Source: an optimization exercise on an open RTL-to-GDS flow (aim: small area). Production flows keep margins and buffers that such runs may drop. RTL that was checked went through simulation tests only; none was proved equivalent to the original. Power and IR drop assume default switching activity.

Setup of run 1:
==> flow/design.v (excerpt) <==
module Calculator2_0(clk, rst, col, btn, btnres, fil, Sseg, anodos);
	input clk;
	input rst;
	input [3:0] col;
	input btn;
	input btnres;
	output [3:0] fil;
	output [6:0] Sseg;
	output [7:0] anodos;
	reg [5:0] c50;       
	reg [2:0] m5;        
	reg [2:0] cb;        
	reg [1:0] r;         
	reg       fs;        
	wire tick = (c50 == 6'd49);
	wire rtick = (c50 == 6'd24) && (m5 == 3'b000) && cb[0];
	always @(posedge clk) begin
		if (rst) begin
			c50 <= 6'd25;
			m5 <= 3'b010;
			cb <= 3'd0;
			r <= 2'b10;
			fs <= 1'b0;
		end else begin
			c50 <= tick ? 6'd0 : c50 + 6'd1;
			if (tick) begin
				m5 <= {m5[1] & m5[0], m5[0], !m5[2]};
				cb <= cb + 3'd1;
			end
			if (rtick) begin
				r <= {r[0], !r[1]};
				fs <= 1'b1;
			end
		end
	end
	assign fil = {fs && r == 2'b00, fs && r == 2'b01, fs && r == 2'b11, fs && r == 2'b10};
	assign anodos = (m5 == 3'b010) ? 8'hFF : ~(8'd1 << cb);
	reg [3:0] tecla_q;
	reg [3:0] tecla;
	always @(*) begin
		tecla = tecla_q;
		if (col == 4'b1000 || col == 4'b0100 || col == 4'b0010 || col == 4'b0001) begin
			if (!fs) tecla = 4'd15;
			else case ({r, col})
				6'b00_1000: tecla = 4'd15;
				6'b00_0100: tecla = 4'd0;
				6'b00_0010: tecla = 4'd14;
				6'b00_0001: tecla = 4'd13;
				6'b01_1000: tecla = 4'd1;
				6'b01_0100: tecla = 4'd2;
				6'b01_0010: tecla = 4'd3;
				6'b01_0001: tecla = 4'd10;
				6'b11_1000: tecla = 4'd4;
				6'b11_0100: tecla = 4'd5;
				6'b11_0010: tecla = 4'd6;
				6'b11_0001: tecla = 4'd11;
				6'b10_1000: tecla = 4'd7;
				6'b10_0100: tecla = 4'd8;
				6'b10_0010: tecla = 4'd9;
				default:    tecla = 4'd12;
			endcase
		end
	end
	always @(posedge clk) begin
		if (rst) tecla_q <= 4'd15;
		else tecla_q <= tecla;
	end
	reg [3:0] D0, D1, D2, D3, D4, D5, D6, D7;
	reg F0, F2, F3, F4;       
	reg estado, btnON, btnresON;
	reg [2:0] q;              
	reg [4:0] oc;             
	wire tog = tick && !btnres && !btnresON;
	wire est_n = estado ^ tog;
	wire adv = !btn && !btnON;
	wire [2:0] q_n = q - {2'b0, adv};
	wire ewr = tick && !est_n;    
	reg [3:0] a2, a1, a0, b2, b1, b0;
	reg [1:0] oper;
	reg sig1;
  ...
clock: 110.0 ns
lec_check: 0
abc_area: 1
cap_margin: 0
core_margin: 2
core_utilization: 40
gpl_timing_driven: 0
slew_margin: 0
standard.sh (not shown) runs the stock make flow with config.mk's settings and CLKGATE_MAP_FILE= SYNTH_SCRIPT=/design/flow/synth_recipe.tcl, a recipe that flattens the netlist after the stock synthesis.
==> flow/flow/run.sh <==
#!/bin/bash
# Standard ORFS layout (the standard.sh) with these changes:
#  - synthesis: no adder extraction (ADDER_MAP_FILE empty), no Kogge-Stone carry map
#    (SYNTH_OPERATIONS_ARGS), and abc's area script replaced by flow/abc_area.script
#    (four rounds of deepsyn and area-only standard-cell mapping); the registers, their names and
#    cell types are those of the standard synthesis;
#  - the port buffers are sky130_fd_sc_hd__buf_1;
#  - clock tree from sky130_fd_sc_hd__clkbuf_8 only, without dummy loads.
# SCRIPTS_DIR points to a folder of links to ORFS's scripts, with abc_area.script replaced.
set -euo pipefail
HERE=$(pwd)
S=$HERE/scripts
rm -rf "$S"; mkdir -p "$S"
for f in "$FLOW_HOME"/scripts/*; do ln -s "$f" "$S/"; done
rm "$S/abc_area.script"; cp "$HERE/flow/abc_area.script" "$S/abc_area.script"
CTS="-repair_clock_nets -dont_use_dummy_load -buf_list sky130_fd_sc_hd__clkbuf_8"
BP="-buffer_cell sky130_fd_sc_hd__buf_1"
export SCRIPTS_DIR="$S" ADDER_MAP_FILE= ABC_AREA=1 SYNTH_OPERATIONS_ARGS=-noshare BUFFER_PORTS_ARGS="$BP" CTS_ARGS="$CTS"
bash standard.sh "SCRIPTS_DIR=$S" ADDER_MAP_FILE= ABC_AREA=1 SYNTH_OPERATIONS_ARGS=-noshare \
  "BUFFER_PORTS_ARGS=$BP" "CTS_ARGS=$CTS" finish > standard_flow.log 2>&1
==> flow/flow/abc_area.script <==
strash
&get -n
&deepsyn -T 60 
&put
dch
amap
strash
&get -n
&deepsyn -T 60 
&put
dch
amap
strash
&get -n
&deepsyn -T 60 
&put
dch
amap
strash
&get -n
&deepsyn -T 60 
&put
dch
amap
topo
Run 1 was carried through to the last stage, and its layout satisfied the timing, DRC and antenna checks.
Relative to run 1, the following input files were edited for run 2:
-- flow/flow/run.sh --
<<< run 1, line 5
#    (four rounds of deepsyn and area-only standard-cell mapping); the registers, their names and
>>> run 2, line 5
#    (six rounds of deepsyn and area-only standard-cell mapping); the registers, their names and
<<< run 1, line 16
CTS="-repair_clock_nets -dont_use_dummy_load -buf_list sky130_fd_sc_hd__clkbuf_8"
>>> run 2, line 16
CTS="-sink_clustering_enable -repair_clock_nets -dont_use_dummy_load -buf_list sky130_fd_sc_hd__clkbuf_8"
==> flow/flow/abc_area.script <==
strash
&get -n
&deepsyn -T 60
&put
dch
amap
strash
&get -n
&deepsyn -T 60
&put
dch
amap
strash
&get -n
&deepsyn -T 60
&put
dch
amap
strash
&get -n
&deepsyn -T 60
&put
dch
amap
strash
&get -n
&deepsyn -T 60
&put
dch
amap
strash
&get -n
&deepsyn -T 60
&put
dch
amap
topo
[summary]
Sort run 1 and run 2 by basic-gate share of the synthesized area counting and, or, nand and nor cells desc -> top: run 2
Compared with run 1, run 2 shows a total global routing track utilization that is 0.32 points higher.
Design area went up slightly going from run 1 to run 2.
Lower post-detailed-route wirelength per cell was reported by run 1, not run 2.
Wire length for run 2: 0.37% up relative to run 1
Of run 1 and run 2, the run reporting the lower hold slack was run 1.
Number of nets at the end of the flow (run 2 over run 1): decrease, 5
Input-level comparison between run 3 and run 2:
-- flow/flow/run.sh --
<<< run 2, line 5
#    (six rounds of deepsyn and area-only standard-cell mapping); the registers, their names and
>>> run 3, line 5
#    (four rounds of deepsyn and area-only standard-cell mapping); the registers, their names and
==> flow/flow/abc_area.script <==
strash
&get -n
&deepsyn -T 60 
&put
dch
amap
strash
&get -n
&deepsyn -T 60 
&put
dch
amap
strash
&get -n
&deepsyn -T 60 
&put
dch
amap
strash
&get -n
&deepsyn -T 60 
&put
dch
amap
topo
[summary]
Per the comparison of run 3 with run 2, aggregate routed wire length has decreased; area overhead of the layout relative to synthesis saw a decrease; non-clock buffer count went down; synthesized instance count went up. In the metrics for run 3 and run 2, the one carrying the higher worst vdd rail ir drop is run 3. Run 3 improves on run 2 in cell area. Of run 3 and run 2, the lower share of total power in the clock network belongs to run 2. Per the comparison of run 3 with run 2, total track usage lost 0.32 points, cell count picked up an extra 5, power after layout picked up an extra 0.0000011 W.

========
Another version of the RTL of Calculator2_0 (not shown whole).
Size in the first run: roughly 760 cells after synthesis, ~93 flip-flops, ~27 I/O pins, about 0.0053 mm^2 of cells after synthesis.
==> flow/design.v (excerpt) <==
module Calculator2_0(clk, rst, col, btn, btnres, fil, Sseg, anodos);
==> flow/config.mk <==
export PLATFORM = sky130hd
export DESIGN_NAME = Calculator2_0
export DESIGN_NICKNAME = Calculator2_0
export VERILOG_FILES = /design/flow/design.v
export SDC_FILE = /design/flow/constraint.sdc
export NUM_CORES = 4
export LEC_CHECK = 0
export ABC_AREA = 1
export CAP_MARGIN = 20
export CORE_MARGIN = 2
export CORE_UTILIZATION = 40
export SLEW_MARGIN = 20
==> flow/constraint.sdc <==
create_clock -name core_clock -period 110.0 [get_ports {clk}]
set_input_delay 22.0000 -clock core_clock [delete_from_list [all_inputs] [get_ports {clk}]]
set_output_delay 22.0000 -clock core_clock [all_outputs]
set_load 0.01 [all_outputs]
==> flow/flow/run.sh <==
#!/bin/bash
# Standard ORFS layout (the standard.sh) with these changes:
#  - synthesis: no adder extraction (ADDER_MAP_FILE empty), no Kogge-Stone carry map
#    (SYNTH_OPERATIONS_ARGS), and abc's area script replaced by flow/abc_area.script
#    (deepsyn, then area-only standard-cell mapping); the registers, their names and
#    cell types are those of the standard synthesis;
#  - the port buffers are sky130_fd_sc_hd__buf_1;
#  - clock tree from sky130_fd_sc_hd__clkbuf_8 only, without dummy loads.
# SCRIPTS_DIR points to a folder of links to ORFS's scripts, with abc_area.script replaced.
set -euo pipefail
HERE=$(pwd)
S=$HERE/scripts
rm -rf "$S"; mkdir -p "$S"
for f in "$FLOW_HOME"/scripts/*; do ln -s "$f" "$S/"; done
rm "$S/abc_area.script"; cp "$HERE/flow/abc_area.script" "$S/abc_area.script"
CTS="-sink_clustering_enable -repair_clock_nets -dont_use_dummy_load -buf_list {sky130_fd_sc_hd__clkbuf_4 sky130_fd_sc_hd__clkbuf_8 sky130_fd_sc_hd__clkbuf_16}"
BP="-buffer_cell sky130_fd_sc_hd__buf_1"
export SCRIPTS_DIR="$S" ADDER_MAP_FILE= ABC_AREA=1 SYNTH_OPERATIONS_ARGS=-noshare BUFFER_PORTS_ARGS="$BP" CTS_ARGS="$CTS"
bash standard.sh "SCRIPTS_DIR=$S" ADDER_MAP_FILE= ABC_AREA=1 SYNTH_OPERATIONS_ARGS=-noshare \
  "BUFFER_PORTS_ARGS=$BP" "CTS_ARGS=$CTS" finish > standard_flow.log 2>&1
==> flow/flow/abc_area.script <==
strash
&get -n
&deepsyn -T 120
&put
dch
amap
topo
The baseline finished with timing, DRC and antenna clean.
Edit:
--- a/flow/flow/run.sh
+++ b/flow/flow/run.sh
@@ -15,3 +15,3 @@
 rm "$S/abc_area.script"; cp "$HERE/flow/abc_area.script" "$S/abc_area.script"
-CTS="-sink_clustering_enable -repair_clock_nets -dont_use_dummy_load -buf_list {sky130_fd_sc_hd__clkbuf_4 sky130_fd_sc_hd__clkbuf_8 sky130_fd_sc_hd__clkbuf_16}"
+CTS="-sink_clustering_enable -repair_clock_nets -dont_use_dummy_load -buf_list sky130_fd_sc_hd__clkbuf_8"
 BP="-buffer_cell sky130_fd_sc_hd__buf_1"
After rerunning: The changed run completed without violations. Global-route usage stays flat. Non-clock buffer count does not change. Sequential cell count does not change. Utilization drops by 0.77 points. Setup slack got worse by 0.048 ns. Design area drops by 1.7%.
Edit:
- CORE_UTILIZATION: 40 -> 65
Outcome: Global-route usage goes up by 14 points. Worst setup slack is worse by 0.017 ns. Clock-buffer cell count is unchanged. Sequential share of layout area goes up by 0.50 points. Via count goes up by 3.0%. Power fell by 0.91%. Combinational power goes down by about 0.5%. Die area went down by 37%. Core utilization went up by 27 points. Routed wire length shrinks by 4.6%.
Edit:
--- a/flow/flow/run.sh
+++ b/flow/flow/run.sh
@@ -4,3 +4,3 @@
 #    (SYNTH_OPERATIONS_ARGS), and abc's area script replaced by flow/abc_area.script
-#    (deepsyn, then area-only standard-cell mapping); the registers, their names and
+#    (four rounds of deepsyn and area-only standard-cell mapping); the registers, their names and
 #    cell types are those of the standard synthesis;
==> flow/flow/abc_area.script (replaced) <==
strash
&get -n
&deepsyn -T 60 
&put
dch
amap
strash
&get -n
&deepsyn -T 60 
&put
dch
amap
strash
&get -n
&deepsyn -T 60 
&put
dch
amap
strash
&get -n
&deepsyn -T 60 
&put
dch
amap
topo
- CAP_MARGIN: 20 -> 0
- CORE_UTILIZATION: 65 -> 40
- GPL_TIMING_DRIVEN: unset -> 0
- SLEW_MARGIN: 20 -> 0
The new run completed without violations; maximum frequency falls by 4.9%; clock power barely changes; via count is lower by 2.9%; worst setup slack degrades by 1.3 ns; utilization went down by 26 points; design area climbs by 1.7%; die area climbs by 60%; non-clock buffer count drops by 2; cell count grows by 8.7%; routed wire length is about the same.

========
Setup of red:
Calculator2_0, a different RTL version from the one above (not shown whole).
Size in the first run: about 1100 cells after synthesis, ~93 flip-flops, roughly 27 I/O pins, about 6600 sq um of cells after synthesis.
// Calculator2_0
module Calculator2_0(clk, rst, col, btn, btnres, fil, Sseg, anodos);
	input clk;
	input rst;
	input [3:0] col;
	input btn;
	input btnres;
	output [3:0] fil;
	output [6:0] Sseg;
	output [7:0] anodos;
	reg [5:0] c50;       
	reg [2:0] m5;        
	reg [2:0] p;         
	reg [1:0] r;         
	reg       fs;        
	wire tick = (c50 == 6'd49);
	wire rtick = (c50 == 6'd24) && (m5 == 3'd0) && !p[0];
	always @(posedge clk) begin
		if (rst) begin
			c50 <= 6'd25;
			m5 <= 3'd7;
			p <= 3'd1;
			r <= 2'd3;
			fs <= 1'b0;
		end else begin
			c50 <= tick ? 6'd0 : c50 + 6'd1;
			if (tick) begin
				m5 <= (m5 == 3'd4) ? 3'd0 : (m5 == 3'd7) ? 3'd1 : m5 + 3'd1;
				p <= p + 3'd1;
			end
			if (rtick) begin
				r <= r + 2'd1;
				fs <= 1'b1;
			end
		end
	end
	assign fil = fs ? (4'b1000 >> r) : 4'b0000;
	wire [2:0] cb = p - 3'd1;
	assign anodos = (m5 == 3'd7) ? 8'hFF : ~(8'd1 << cb);
	reg [3:0] tecla_q;
	reg [3:0] tecla;
	always @(*) begin
		tecla = tecla_q;
		if (col == 4'b1000 || col == 4'b0100 || col == 4'b0010 || col == 4'b0001) begin
			if (!fs) tecla = 4'd15;
			else case ({r, col})
				6'b00_1000: tecla = 4'd15;
				6'b00_0100: tecla = 4'd0;
				6'b00_0010: tecla = 4'd14;
				6'b00_0001: tecla = 4'd13;
				6'b01_1000: tecla = 4'd1;
				6'b01_0100: tecla = 4'd2;
				6'b01_0010: tecla = 4'd3;
				6'b01_0001: tecla = 4'd10;
				6'b10_1000: tecla = 4'd4;
				6'b10_0100: tecla = 4'd5;
				6'b10_0010: tecla = 4'd6;
				6'b10_0001: tecla = 4'd11;
  ...
Settings: LEC_CHECK=0, ABC_AREA=1, CAP_MARGIN=20, CORE_MARGIN=2, CORE_UTILIZATION=40, SLEW_MARGIN=20; clock period 110.0 ns.
==> flow/flow/run.sh <==
#!/bin/bash
# Standard ORFS layout (the standard.sh) with three changes:
#  - no adder extraction in synthesis (ADDER_MAP_FILE empty): abc maps the adders as plain gates;
#  - abc's area script;
#  - the port buffers are sky130_fd_sc_hd__buf_1.
# Registers, their names and cell types are those of the standard synthesis.
set -euo pipefail
export ADDER_MAP_FILE=
export ABC_AREA=1
export BUFFER_PORTS_ARGS="-buffer_cell sky130_fd_sc_hd__buf_1"
bash standard.sh ADDER_MAP_FILE= ABC_AREA=1 "BUFFER_PORTS_ARGS=-buffer_cell sky130_fd_sc_hd__buf_1" finish > standard_flow.log 2>&1
Per the final summary, red finished and its layout is clean on timing, DRC and antenna.
Setup changes, red to blue
- removing ABC_AREA (formerly 1)
- setting CTS_BUF_LIST to sky130_fd_sc_hd__clkbuf_8 for the first time
==> flow/run.sh (new file) <==
#!/bin/bash
# synth_recipe.tcl (not shown) runs the flow's synth.tcl, then flattens the netlist and writes it again
# the make line also repeats each setting of config.mk as NAME=value (left out here)
make -C /OpenROAD-flow-scripts/flow DESIGN_CONFIG=/design/flow/config.mk WORK_HOME=/design/flow/orfs CLKGATE_MAP_FILE= SYNTH_SCRIPT=/design/flow/synth_recipe.tcl finish
removed: flow/flow/run.sh
removed: flow/standard.sh
[summary]
In summary, blue completed successfully, with a layout that passed the timing, DRC and antenna checks. Changes observed in blue relative to red: synthesized cell count now sits lower; global-route usage dropped 2.0 points; worst-skew pair later-pin latency moved up; met1 routed wirelength after detailed routing moved up. For the final clock skew, blue came in 0.010 ns higher than red did.
No run of this note included a check of the RTL's function; only the layout flow was run.

========
Calculator2_0 with an RTL version that a note above also has.
For scale: roughly 93 flip-flops, ~27 I/O pins, roughly 0.0053 sq mm of cells after synthesis.
export LEC_CHECK = 0
export ABC_AREA = 1
export CAP_MARGIN = 20
export CORE_MARGIN = 2
export CORE_UTILIZATION = 40
export SLEW_MARGIN = 20
create_clock -name core_clock -period 110.0 [get_ports {clk}]
==> flow/flow/run.sh <==
#!/bin/bash
# Standard ORFS layout (the standard.sh) with these changes:
#  - synthesis: no adder extraction (ADDER_MAP_FILE empty), no Kogge-Stone carry map
#    (SYNTH_OPERATIONS_ARGS), and abc's area script replaced by flow/abc_area.script
#    (deepsyn, then area-only standard-cell mapping); the registers, their names and
#    cell types are those of the standard synthesis;
#  - the port buffers are sky130_fd_sc_hd__buf_1;
#  - clock tree from sky130_fd_sc_hd__clkbuf_8 only, without dummy loads.
# SCRIPTS_DIR points to a folder of links to ORFS's scripts, with abc_area.script replaced.
set -euo pipefail
HERE=$(pwd)
S=$HERE/scripts
rm -rf "$S"; mkdir -p "$S"
for f in "$FLOW_HOME"/scripts/*; do ln -s "$f" "$S/"; done
rm "$S/abc_area.script"; cp "$HERE/flow/abc_area.script" "$S/abc_area.script"
CTS="-sink_clustering_enable -repair_clock_nets -dont_use_dummy_load -buf_list sky130_fd_sc_hd__clkbuf_8 -sink_clustering_size 25 -sink_clustering_max_diameter 100"
BP="-buffer_cell sky130_fd_sc_hd__buf_1"
export SCRIPTS_DIR="$S" ADDER_MAP_FILE= ABC_AREA=1 SYNTH_OPERATIONS_ARGS=-noshare BUFFER_PORTS_ARGS="$BP" CTS_ARGS="$CTS"
bash standard.sh "SCRIPTS_DIR=$S" ADDER_MAP_FILE= ABC_AREA=1 SYNTH_OPERATIONS_ARGS=-noshare \
  "BUFFER_PORTS_ARGS=$BP" "CTS_ARGS=$CTS" finish > standard_flow.log 2>&1
==> flow/flow/abc_area.script <==
strash
&get -n
&deepsyn -T 400
&put
dch
amap
topo
Edit:
--- a/flow/flow/run.sh
+++ b/flow/flow/run.sh
@@ -16 +16 @@
-CTS="-sink_clustering_enable -repair_clock_nets -dont_use_dummy_load -buf_list sky130_fd_sc_hd__clkbuf_8 -sink_clustering_size 25 -sink_clustering_max_diameter 100"
+CTS="-sink_clustering_enable -repair_clock_nets -dont_use_dummy_load -buf_list \"sky130_fd_sc_hd__clkbuf_4 sky130_fd_sc_hd__clkbuf_8 sky130_fd_sc_hd__clkbuf_16\""
==> flow/flow/abc_area.script (replaced) <==
strash
&get -n
&deepsyn -T 120
&put
dch
amap
topo
The changed run stopped in clock tree synthesis (STA-0564).
Area after synthesis barely changes.
Synthesized cell count fell by about 2.6%.

afterwards: timing with drivers on the ports:
Ports are ideal in the flow. The routed layouts listed here were re-timed in OpenROAD.
Step 1, drivers: a clkbuf_16 drives clk and a buf_2 each remaining input, both assumed.
Step 2 adds t to the input delays and takes it off the output delays; t is the mean of the earliest and latest rising clock arrival at the registers after step 1. Input paths then give back, and output paths get back, about the clock's delay inside the block.
Three values: no drivers, after step 1, after step 2; two values: the first two.
| run | t, ns | setup slack, ns | hold slack, ns | latest minus earliest clock arrival (ns) | cell pins on the clock port's net |
|---|---|---|---|---|---|
| run 1 | 0.423 | 83.638 / 83.645 / 83.222 | 0.456 / 0.456 / 0.456 | 0.017 / 0.017 | 1 |
| run 2 | 0.409 | 84.161 / 84.173 / 83.764 | 0.471 / 0.471 / 0.471 | 0.041 / 0.042 | 1 |
| run 3 | 0.423 | 83.638 / 83.645 / 83.222 | 0.456 / 0.456 / 0.456 | 0.017 / 0.017 | 1 |
| the first run of note 2 | 0.386 | 85.641 / 85.602 / 85.284 | 0.460 / 0.460 / 0.460 | 0.013 / 0.013 | 1 |
| the second run of note 2 | 0.415 | 85.593 / 85.557 / 85.297 | 0.461 / 0.461 / 0.461 | 0.017 / 0.016 | 1 |
| the third run of note 2 | 0.389 | 85.576 / 85.574 / 85.196 | 0.432 / 0.432 / 0.432 | 0.025 / 0.026 | 1 |
| the fourth run of note 2 | 0.409 | 84.320 / 84.319 / 83.910 | 0.424 / 0.424 / 0.424 | 0.030 / 0.030 | 1 |
| red | 0.396 | 85.172 / 85.195 / 84.799 | 0.454 / 0.454 / 0.454 | 0.007 / 0.008 | 1 |
| blue | 0.424 | 85.317 / 85.333 / 84.909 | 0.476 / 0.476 / 0.476 | 0.017 / 0.018 | 1 |
| the first run of note 4 | 0.422 | 85.669 / 85.684 / 85.262 | 0.473 / 0.473 / 0.473 | 0.027 / 0.028 | 1 |
After both steps every run listed still meets setup and hold.
